This design comes from an exercise in tuning for small area, a short achievable clock period and few clock cycles per item on the open sky130 flow, not from production work.
Where RTL was checked, it was by simulation tests only, not by an equivalence proof against the original.
Power is estimated from default activity; no workload was simulated.

// Out_of_Order_divider
module Out_of_Order_divider (clk, rst, start, memory_write_complete, dd_addr, dd_data, qr_we, qr_addr, qr_data);
input clk, rst, start;
output memory_write_complete;
output [4:0] dd_addr;
input [15:0] dd_data;
output qr_we;
output [4:0] qr_addr;
output [15:0] qr_data;
reg [5:0] cnt;
reg run;
wire last = run && (cnt == 6'd33);
always @(posedge clk, posedge rst)
begin
  if (rst) begin
    cnt <= 6'd0;
    run <= 1'b0;
  end else if (last) begin
    cnt <= 6'd0;
    run <= 1'b0;
  end else if (start || run) begin
    cnt <= cnt + 6'd1;
    run <= 1'b1;
  end
end
wire [5:0] wcnt = cnt - 6'd2;
assign dd_addr = cnt[4:0];
assign qr_we = run && (cnt >= 6'd2);
assign qr_addr = wcnt[4:0];
assign memory_write_complete = last;
single_divider divider (.Clk(clk), .a_in(dd_data[15:8]), .d_in(dd_data[7:0]), .q_out(qr_data[15:8]), .r_out(qr_data[7:0]));
endmodule
Size in the first run: roughly 50 flip-flops, roughly 47 I/O pins, roughly 0.0035 mm^2 of cells after synthesis.
Settings: LEC_CHECK=0, CAP_MARGIN=20, CORE_MARGIN=2, CORE_UTILIZATION=40, PLACE_DENSITY=0.6, SLEW_MARGIN=20; clock period 6.0 ns.
standard.sh (not shown) runs the stock make flow with config.mk's settings and CLKGATE_MAP_FILE= SYNTH_SCRIPT=/design/flow/synth_recipe.tcl, a recipe that flattens the netlist after the stock synthesis.
==> flow/flow/run.sh <==
#!/bin/bash
# The standard layout, with every input and output port buffered by a
# sky130_fd_sc_hd__buf_1 instead of the resizer's default choice.
set -euo pipefail
bash standard.sh BUFFER_PORTS_ARGS="-buffer_cell sky130_fd_sc_hd__buf_1" ADDER_MAP_FILE= finish > standard.log 2>&1
Change:
--- a/flow/design.v
+++ b/flow/design.v
@@ -114,59 +114,69 @@
 assign b_6[4] = (~x6[3] & d_p1[3]) | (~(x6[3] ^ d_p1[3]) & b_6[3]);
 assign df_6[4] = x6[4] ^ d_p1[4] ^ b_6[4];
 assign b_6[5] = (~x6[4] & d_p1[4]) | (~(x6[4] ^ d_p1[4]) & b_6[4]);
 assign df_6[5] = x6[5] ^ d_p1[5] ^ b_6[5];
 assign b_6[6] = (~x6[5] & d_p1[5]) | (~(x6[5] ^ d_p1[5]) & b_6[5]);
 assign df_6[6] = x6[6] ^ d_p1[6] ^ b_6[6];
 assign b_6[7] = (~x6[6] & d_p1[6]) | (~(x6[6] ^ d_p1[6]) & b_6[6]);
 wire ge_6 = (d_p1[7:7] == 0) && !b_6[7];
 wire [6:0] r7 = ge_6 ? df_6 : x6;
 wire [6:0] qq7 = {qq6, ge_6};
 wire [0:0] aa7 = aa6[0:0];
-reg [6:0] r_p2;
-always @(posedge Clk) r_p2 <= r7;
-reg [0:0] a_p2;
-always @(posedge Clk) a_p2 <= aa7;
-reg [6:0] q_p2;
-always @(posedge Clk) q_p2 <= qq7;
-reg [7:0] d_p2;
-always @(posedge Clk) d_p2 <= d_p1;
-wire [7:0] x7 = {r_p2, a_p2[0:0]};
-wire ge_7_1 = 1'b1 && (x7 >= d_p2[7:0]);
-wire [7:0] df_7_1 = x7 - d_p2[7:0];
-wire [7:0] r8 = ge_7_1 ? df_7_1 : x7;
-wire [7:0] qq8 = {q_p2, ge_7_1};
+wire [7:0] x7 = {r7, aa7[0:0]};
+wire [8:0] b_7;
+wire [7:0] df_7;
+assign b_7[0] = 1'b0;
+assign df_7[0] = x7[0] ^ d_p1[0] ^ b_7[0];
+assign b_7[1] = (~x7[0] & d_p1[0]) | (~(x7[0] ^ d_p1[0]) & b_7[0]);
+assign df_7[1] = x7[1] ^ d_p1[1] ^ b_7[1];
+assign b_7[2] = (~x7[1] & d_p1[1]) | (~(x7[1] ^ d_p1[1]) & b_7[1]);
+assign df_7[2] = x7[2] ^ d_p1[2] ^ b_7[2];
+assign b_7[3] = (~x7[2] & d_p1[2]) | (~(x7[2] ^ d_p1[2]) & b_7[2]);
+assign df_7[3] = x7[3] ^ d_p1[3] ^ b_7[3];
+assign b_7[4] = (~x7[3] & d_p1[3]) | (~(x7[3] ^ d_p1[3]) & b_7[3]);
+assign df_7[4] = x7[4] ^ d_p1[4] ^ b_7[4];
+assign b_7[5] = (~x7[4] & d_p1[4]) | (~(x7[4] ^ d_p1[4]) & b_7[4]);
+assign df_7[5] = x7[5] ^ d_p1[5] ^ b_7[5];
+assign b_7[6] = (~x7[5] & d_p1[5]) | (~(x7[5] ^ d_p1[5]) & b_7[5]);
+assign df_7[6] = x7[6] ^ d_p1[6] ^ b_7[6];
+assign b_7[7] = (~x7[6] & d_p1[6]) | (~(x7[6] ^ d_p1[6]) & b_7[6]);
+assign df_7[7] = x7[7] ^ d_p1[7] ^ b_7[7];
+assign b_7[8] = (~x7[7] & d_p1[7]) | (~(x7[7] ^ d_p1[7]) & b_7[7]);
+wire ge_7 = 1'b1 && !b_7[8];
+wire [7:0] r8 = ge_7 ? df_7 : x7;
+wire [7:0] qq8 = {qq7, ge_7};
 assign q_out = qq8;
 assign r_out = r8;
 endmodule
 `timescale 1 ns / 100 ps
 module Out_of_Order_divider (clk, rst, start, memory_write_complete, dd_addr, dd_data, qr_we, qr_addr, qr_data);
 input clk, rst, start;
 output memory_write_complete;
 output [4:0] dd_addr;
 input [15:0] dd_data;
 output qr_we;
 output [4:0] qr_addr;
 output [15:0] qr_data;
 reg [5:0] cnt;
 reg run;
-wire last = run && (cnt == 6'd33);
+wire last = run && (cnt == 6'd32);
 always @(posedge clk, posedge rst)
 begin
   if (rst) begin
     cnt <= 6'd0;
     run <= 1'b0;
   end else if (last) begin
     cnt <= 6'd0;
     run <= 1'b0;
   end else if (start || run) begin
     cnt <= cnt + 6'd1;
     run <= 1'b1;
   end
 end
-wire [5:0] wcnt = cnt - 6'd2;
+wire [5:0] wcnt = cnt - 6'd1;
 assign dd_addr = cnt[4:0];
-assign qr_we = run && (cnt >= 6'd2);
+assign qr_we = run && (cnt >= 6'd1);
 assign qr_addr = wcnt[4:0];
 assign memory_write_complete = last;
 single_divider divider (.Clk(clk), .a_in(dd_data[15:8]), .d_in(dd_data[7:0]), .q_out(qr_data[15:8]), .r_out(qr_data[7:0]));
 endmodule
Effect: Now the flow finished with negative setup slack left; clock-buffer cell count came out lower by 2; hold slack improves by 0.23 ns; first-iteration DRC count came out lower by 40%; worst setup slack degrades by 2.0 ns; synthesized area came out lower by 11%; total power came out lower by 2.5%; clock power came out lower by 50%.
No functional check of the RTL was part of any run of this note.

The RTL this note starts from:
==> flow/design.v <==
module single_divider (Clk, a_in, d_in, q_out, r_out);
input Clk;
input [7:0] a_in, d_in;
output [7:0] q_out, r_out;
wire [0:0] x0 = a_in[7:7];
wire [1:0] b_0;
wire [0:0] df_0;
assign b_0[0] = 1'b0;
assign df_0[0] = x0[0] ^ d_in[0] ^ b_0[0];
assign b_0[1] = (~x0[0] & d_in[0]) | (~(x0[0] ^ d_in[0]) & b_0[0]);
wire ge_0 = (d_in[7:1] == 0) && !b_0[1];
wire [0:0] r1 = ge_0 ? df_0 : x0;
wire [0:0] qq1 = {ge_0};
wire [6:0] aa1 = a_in[6:0];
wire [1:0] x1 = {r1, aa1[6:6]};
wire [2:0] b_1;
wire [1:0] df_1;
assign b_1[0] = 1'b0;
assign df_1[0] = x1[0] ^ d_in[0] ^ b_1[0];
assign b_1[1] = (~x1[0] & d_in[0]) | (~(x1[0] ^ d_in[0]) & b_1[0]);
assign df_1[1] = x1[1] ^ d_in[1] ^ b_1[1];
assign b_1[2] = (~x1[1] & d_in[1]) | (~(x1[1] ^ d_in[1]) & b_1[1]);
wire ge_1 = (d_in[7:2] == 0) && !b_1[2];
wire [1:0] r2 = ge_1 ? df_1 : x1;
wire [1:0] qq2 = {qq1, ge_1};
wire [5:0] aa2 = aa1[5:0];
wire [2:0] x2 = {r2, aa2[5:5]};
wire [3:0] b_2;
wire [2:0] df_2;
assign b_2[0] = 1'b0;
assign df_2[0] = x2[0] ^ d_in[0] ^ b_2[0];
assign b_2[1] = (~x2[0] & d_in[0]) | (~(x2[0] ^ d_in[0]) & b_2[0]);
assign df_2[1] = x2[1] ^ d_in[1] ^ b_2[1];
assign b_2[2] = (~x2[1] & d_in[1]) | (~(x2[1] ^ d_in[1]) & b_2[1]);
assign df_2[2] = x2[2] ^ d_in[2] ^ b_2[2];
assign b_2[3] = (~x2[2] & d_in[2]) | (~(x2[2] ^ d_in[2]) & b_2[2]);
wire ge_2 = (d_in[7:3] == 0) && !b_2[3];
wire [2:0] r3 = ge_2 ? df_2 : x2;
wire [2:0] qq3 = {qq2, ge_2};
wire [4:0] aa3 = aa2[4:0];
reg [2:0] r_p1;
always @(posedge Clk) r_p1 <= r3;
reg [4:0] a_p1;
always @(posedge Clk) a_p1 <= aa3;
reg [2:0] q_p1;
always @(posedge Clk) q_p1 <= qq3;
reg [7:0] d_p1;
always @(posedge Clk) d_p1 <= d_in;
wire [3:0] x3 = {r_p1, a_p1[4:4]};
wire [4:0] b_3;
wire [3:0] df_3;
assign b_3[0] = 1'b0;
assign df_3[0] = x3[0] ^ d_p1[0] ^ b_3[0];
assign b_3[1] = (~x3[0] & d_p1[0]) | (~(x3[0] ^ d_p1[0]) & b_3[0]);
assign df_3[1] = x3[1] ^ d_p1[1] ^ b_3[1];
assign b_3[2] = (~x3[1] & d_p1[1]) | (~(x3[1] ^ d_p1[1]) & b_3[1]);
assign df_3[2] = x3[2] ^ d_p1[2] ^ b_3[2];
assign b_3[3] = (~x3[2] & d_p1[2]) | (~(x3[2] ^ d_p1[2]) & b_3[2]);
assign df_3[3] = x3[3] ^ d_p1[3] ^ b_3[3];
assign b_3[4] = (~x3[3] & d_p1[3]) | (~(x3[3] ^ d_p1[3]) & b_3[3]);
wire ge_3 = (d_p1[7:4] == 0) && !b_3[4];
wire [3:0] r4 = ge_3 ? df_3 : x3;
wire [3:0] qq4 = {q_p1, ge_3};
wire [3:0] aa4 = a_p1[3:0];
wire [4:0] x4 = {r4, aa4[3:3]};
wire [5:0] b_4;
wire [4:0] df_4;
assign b_4[0] = 1'b0;
assign df_4[0] = x4[0] ^ d_p1[0] ^ b_4[0];
assign b_4[1] = (~x4[0] & d_p1[0]) | (~(x4[0] ^ d_p1[0]) & b_4[0]);
assign df_4[1] = x4[1] ^ d_p1[1] ^ b_4[1];
assign b_4[2] = (~x4[1] & d_p1[1]) | (~(x4[1] ^ d_p1[1]) & b_4[1]);
assign df_4[2] = x4[2] ^ d_p1[2] ^ b_4[2];
assign b_4[3] = (~x4[2] & d_p1[2]) | (~(x4[2] ^ d_p1[2]) & b_4[2]);
assign df_4[3] = x4[3] ^ d_p1[3] ^ b_4[3];
assign b_4[4] = (~x4[3] & d_p1[3]) | (~(x4[3] ^ d_p1[3]) & b_4[3]);
assign df_4[4] = x4[4] ^ d_p1[4] ^ b_4[4];
assign b_4[5] = (~x4[4] & d_p1[4]) | (~(x4[4] ^ d_p1[4]) & b_4[4]);
wire ge_4 = (d_p1[7:5] == 0) && !b_4[5];
wire [4:0] r5 = ge_4 ? df_4 : x4;
wire [4:0] qq5 = {qq4, ge_4};
wire [2:0] aa5 = aa4[2:0];
reg [4:0] r_p2;
always @(posedge Clk) r_p2 <= r5;
reg [2:0] a_p2;
always @(posedge Clk) a_p2 <= aa5;
reg [4:0] q_p2;
always @(posedge Clk) q_p2 <= qq5;
reg [7:0] d_p2;
always @(posedge Clk) d_p2 <= d_p1;
wire [5:0] x5 = {r_p2, a_p2[2:2]};
wire [6:0] b_5;
wire [5:0] df_5;
assign b_5[0] = 1'b0;
assign df_5[0] = x5[0] ^ d_p2[0] ^ b_5[0];
assign b_5[1] = (~x5[0] & d_p2[0]) | (~(x5[0] ^ d_p2[0]) & b_5[0]);
assign df_5[1] = x5[1] ^ d_p2[1] ^ b_5[1];
assign b_5[2] = (~x5[1] & d_p2[1]) | (~(x5[1] ^ d_p2[1]) & b_5[1]);
assign df_5[2] = x5[2] ^ d_p2[2] ^ b_5[2];
assign b_5[3] = (~x5[2] & d_p2[2]) | (~(x5[2] ^ d_p2[2]) & b_5[2]);
assign df_5[3] = x5[3] ^ d_p2[3] ^ b_5[3];
assign b_5[4] = (~x5[3] & d_p2[3]) | (~(x5[3] ^ d_p2[3]) & b_5[3]);
assign df_5[4] = x5[4] ^ d_p2[4] ^ b_5[4];
assign b_5[5] = (~x5[4] & d_p2[4]) | (~(x5[4] ^ d_p2[4]) & b_5[4]);
assign df_5[5] = x5[5] ^ d_p2[5] ^ b_5[5];
assign b_5[6] = (~x5[5] & d_p2[5]) | (~(x5[5] ^ d_p2[5]) & b_5[5]);
wire ge_5 = (d_p2[7:6] == 0) && !b_5[6];
wire [5:0] r6 = ge_5 ? df_5 : x5;
wire [5:0] qq6 = {q_p2, ge_5};
wire [1:0] aa6 = a_p2[1:0];
wire [6:0] x6 = {r6, aa6[1:1]};
wire [7:0] b_6;
wire [6:0] df_6;
assign b_6[0] = 1'b0;
assign df_6[0] = x6[0] ^ d_p2[0] ^ b_6[0];
assign b_6[1] = (~x6[0] & d_p2[0]) | (~(x6[0] ^ d_p2[0]) & b_6[0]);
assign df_6[1] = x6[1] ^ d_p2[1] ^ b_6[1];
assign b_6[2] = (~x6[1] & d_p2[1]) | (~(x6[1] ^ d_p2[1]) & b_6[1]);
assign df_6[2] = x6[2] ^ d_p2[2] ^ b_6[2];
assign b_6[3] = (~x6[2] & d_p2[2]) | (~(x6[2] ^ d_p2[2]) & b_6[2]);
assign df_6[3] = x6[3] ^ d_p2[3] ^ b_6[3];
assign b_6[4] = (~x6[3] & d_p2[3]) | (~(x6[3] ^ d_p2[3]) & b_6[3]);
assign df_6[4] = x6[4] ^ d_p2[4] ^ b_6[4];
assign b_6[5] = (~x6[4] & d_p2[4]) | (~(x6[4] ^ d_p2[4]) & b_6[4]);
assign df_6[5] = x6[5] ^ d_p2[5] ^ b_6[5];
assign b_6[6] = (~x6[5] & d_p2[5]) | (~(x6[5] ^ d_p2[5]) & b_6[5]);
assign df_6[6] = x6[6] ^ d_p2[6] ^ b_6[6];
assign b_6[7] = (~x6[6] & d_p2[6]) | (~(x6[6] ^ d_p2[6]) & b_6[6]);
wire ge_6 = (d_p2[7:7] == 0) && !b_6[7];
wire [6:0] r7 = ge_6 ? df_6 : x6;
wire [6:0] qq7 = {qq6, ge_6};
wire [0:0] aa7 = aa6[0:0];
reg [6:0] r_p3;
always @(posedge Clk) r_p3 <= r7;
reg [0:0] a_p3;
always @(posedge Clk) a_p3 <= aa7;
reg [6:0] q_p3;
always @(posedge Clk) q_p3 <= qq7;
reg [7:0] d_p3;
always @(posedge Clk) d_p3 <= d_p2;
wire [7:0] x7 = {r_p3, a_p3[0:0]};
wire ge_7_1 = 1'b1 && (x7 >= d_p3[7:0]);
wire [7:0] df_7_1 = x7 - d_p3[7:0];
wire [7:0] r8 = ge_7_1 ? df_7_1 : x7;
wire [7:0] qq8 = {q_p3, ge_7_1};
reg [7:0] r_p4;
always @(posedge Clk) r_p4 <= r8;
reg [7:0] q_p4;
always @(posedge Clk) q_p4 <= qq8;
assign q_out = q_p4;
assign r_out = r_p4;
endmodule
`timescale 1 ns / 100 ps
module Out_of_Order_divider (clk, rst, start, memory_write_complete, dd_addr, dd_data, qr_we, qr_addr, qr_data);
input clk, rst, start;
output memory_write_complete;
output [4:0] dd_addr;
input [15:0] dd_data;
output qr_we;
output [4:0] qr_addr;
output [15:0] qr_data;
reg [5:0] cnt;
reg run;
wire last = run && (cnt == 6'd35);
always @(posedge clk, posedge rst)
begin
  if (rst) begin
    cnt <= 6'd0;
    run <= 1'b0;
  end else if (last) begin
    cnt <= 6'd0;
    run <= 1'b0;
  end else if (start || run) begin
    cnt <= cnt + 6'd1;
    run <= 1'b1;
  end
end
wire [5:0] wcnt = cnt - 6'd4;
assign dd_addr = cnt[4:0];
assign qr_we = run && (cnt >= 6'd4);
assign qr_addr = wcnt[4:0];
assign memory_write_complete = last;
single_divider divider (.Clk(clk), .a_in(dd_data[15:8]), .d_in(dd_data[7:0]), .q_out(qr_data[15:8]), .r_out(qr_data[7:0]));
endmodule
==> flow/config.mk <==
export PLATFORM = sky130hd
export DESIGN_NAME = Out_of_Order_divider
export DESIGN_NICKNAME = Out_of_Order_divider
export VERILOG_FILES = /design/flow/design.v
export SDC_FILE = /design/flow/constraint.sdc
export NUM_CORES = 4
export LEC_CHECK = 0
export CAP_MARGIN = 20
export CORE_MARGIN = 2
export CORE_UTILIZATION = 40
export PLACE_DENSITY = 0.6
export SLEW_MARGIN = 20
==> flow/constraint.sdc <==
create_clock -name core_clock -period 6.0 [get_ports {clk}]
set_input_delay 1.2000 -clock core_clock [delete_from_list [all_inputs] [get_ports {clk}]]
set_output_delay 1.2000 -clock core_clock [all_outputs]
set_load 0.01 [all_outputs]
Scripts as last shown in full above: flow/flow/run.sh
Testbench counts at the start, summed over its fixed seeds: cycles 6,912, jobs 192.
Change:
--- a/flow/design.v
+++ b/flow/design.v
@@ -79,37 +79,37 @@
 wire ge_4 = (d_p1[7:5] == 0) && !b_4[5];
 wire [4:0] r5 = ge_4 ? df_4 : x4;
 wire [4:0] qq5 = {qq4, ge_4};
 wire [2:0] aa5 = aa4[2:0];
-reg [4:0] r_p2;
-always @(posedge Clk) r_p2 <= r5;
-reg [2:0] a_p2;
-always @(posedge Clk) a_p2 <= aa5;
-reg [4:0] q_p2;
-always @(posedge Clk) q_p2 <= qq5;
-reg [7:0] d_p2;
-always @(posedge Clk) d_p2 <= d_p1;
-wire [5:0] x5 = {r_p2, a_p2[2:2]};
+wire [5:0] x5 = {r5, aa5[2:2]};
 wire [6:0] b_5;
 wire [5:0] df_5;
 assign b_5[0] = 1'b0;
-assign df_5[0] = x5[0] ^ d_p2[0] ^ b_5[0];
-assign b_5[1] = (~x5[0] & d_p2[0]) | (~(x5[0] ^ d_p2[0]) & b_5[0]);
-assign df_5[1] = x5[1] ^ d_p2[1] ^ b_5[1];
-assign b_5[2] = (~x5[1] & d_p2[1]) | (~(x5[1] ^ d_p2[1]) & b_5[1]);
-assign df_5[2] = x5[2] ^ d_p2[2] ^ b_5[2];
-assign b_5[3] = (~x5[2] & d_p2[2]) | (~(x5[2] ^ d_p2[2]) & b_5[2]);
-assign df_5[3] = x5[3] ^ d_p2[3] ^ b_5[3];
-assign b_5[4] = (~x5[3] & d_p2[3]) | (~(x5[3] ^ d_p2[3]) & b_5[3]);
-assign df_5[4] = x5[4] ^ d_p2[4] ^ b_5[4];
-assign b_5[5] = (~x5[4] & d_p2[4]) | (~(x5[4] ^ d_p2[4]) & b_5[4]);
-assign df_5[5] = x5[5] ^ d_p2[5] ^ b_5[5];
-assign b_5[6] = (~x5[5] & d_p2[5]) | (~(x5[5] ^ d_p2[5]) & b_5[5]);
-wire ge_5 = (d_p2[7:6] == 0) && !b_5[6];
+assign df_5[0] = x5[0] ^ d_p1[0] ^ b_5[0];
+assign b_5[1] = (~x5[0] & d_p1[0]) | (~(x5[0] ^ d_p1[0]) & b_5[0]);
+assign df_5[1] = x5[1] ^ d_p1[1] ^ b_5[1];
+assign b_5[2] = (~x5[1] & d_p1[1]) | (~(x5[1] ^ d_p1[1]) & b_5[1]);
+assign df_5[2] = x5[2] ^ d_p1[2] ^ b_5[2];
+assign b_5[3] = (~x5[2] & d_p1[2]) | (~(x5[2] ^ d_p1[2]) & b_5[2]);
+assign df_5[3] = x5[3] ^ d_p1[3] ^ b_5[3];
+assign b_5[4] = (~x5[3] & d_p1[3]) | (~(x5[3] ^ d_p1[3]) & b_5[3]);
+assign df_5[4] = x5[4] ^ d_p1[4] ^ b_5[4];
+assign b_5[5] = (~x5[4] & d_p1[4]) | (~(x5[4] ^ d_p1[4]) & b_5[4]);
+assign df_5[5] = x5[5] ^ d_p1[5] ^ b_5[5];
+assign b_5[6] = (~x5[5] & d_p1[5]) | (~(x5[5] ^ d_p1[5]) & b_5[5]);
+wire ge_5 = (d_p1[7:6] == 0) && !b_5[6];
 wire [5:0] r6 = ge_5 ? df_5 : x5;
-wire [5:0] qq6 = {q_p2, ge_5};
-wire [1:0] aa6 = a_p2[1:0];
-wire [6:0] x6 = {r6, aa6[1:1]};
+wire [5:0] qq6 = {qq5, ge_5};
+wire [1:0] aa6 = aa5[1:0];
+reg [5:0] r_p2;
+always @(posedge Clk) r_p2 <= r6;
+reg [1:0] a_p2;
+always @(posedge Clk) a_p2 <= aa6;
+reg [5:0] q_p2;
+always @(posedge Clk) q_p2 <= qq6;
+reg [7:0] d_p2;
+always @(posedge Clk) d_p2 <= d_p1;
+wire [6:0] x6 = {r_p2, a_p2[1:1]};
 wire [7:0] b_6;
 wire [6:0] df_6;
 assign b_6[0] = 1'b0;
 assign df_6[0] = x6[0] ^ d_p2[0] ^ b_6[0];
@@ -127,10 +127,10 @@
 assign df_6[6] = x6[6] ^ d_p2[6] ^ b_6[6];
 assign b_6[7] = (~x6[6] & d_p2[6]) | (~(x6[6] ^ d_p2[6]) & b_6[6]);
 wire ge_6 = (d_p2[7:7] == 0) && !b_6[7];
 wire [6:0] r7 = ge_6 ? df_6 : x6;
-wire [6:0] qq7 = {qq6, ge_6};
-wire [0:0] aa7 = aa6[0:0];
+wire [6:0] qq7 = {q_p2, ge_6};
+wire [0:0] aa7 = a_p2[0:0];
 reg [6:0] r_p3;
 always @(posedge Clk) r_p3 <= r7;
 reg [0:0] a_p3;
 always @(posedge Clk) a_p3 <= aa7;
Global-route usage is higher by 0.95 points.
First-iteration DRC count rose by about a fifth.
Register-to-register slack loses 1.7 ns.
Sequential cell count is higher by 1.
Final area is higher by a few percent.
Non-clock buffer count is unchanged.
Via count increases slightly.
Critical path depth increases by 4.
Function not checked in the second run of this note: the RTL went through the layout flow alone.

-- static timing again, ports no longer ideal --
No port has a modelled driver above. Below, the same layouts with a new extraction and two added sets of constraints.
Step 1 assumes that a clkbuf_16 drives the clock port and a buf_2 every other input.
Step 2 times the ports against the registers' clock, not the clock port: input delays grow and output delays shrink by t, the midpoint of the rising clock arrivals with the driver on.
a / b / c = ideal ports / drivers / drivers and shift; a / b = the first two.
run	t, ns	setup slack, ns	slew at the worst register clock pin (ns)	worst data-port slew with drivers (ns)
the first run of note 1	0.330	0.858 / 0.828 / 1.057	0.10 / 0.10	0.03
the second run of note 1	0.291	-1.124 / -1.149 / -0.858	0.10 / 0.10	0.03
the first run of note 2	0.387	2.628 / 2.638 / 2.251	0.10 / 0.10	0.03
the second run of note 2	0.374	0.980 / 0.980 / 0.980	0.09 / 0.09	0.03
For the first run of note 2, which loses most, drivers alone change the setup slack by +0.010 ns; drivers and shift together by -0.377 ns.
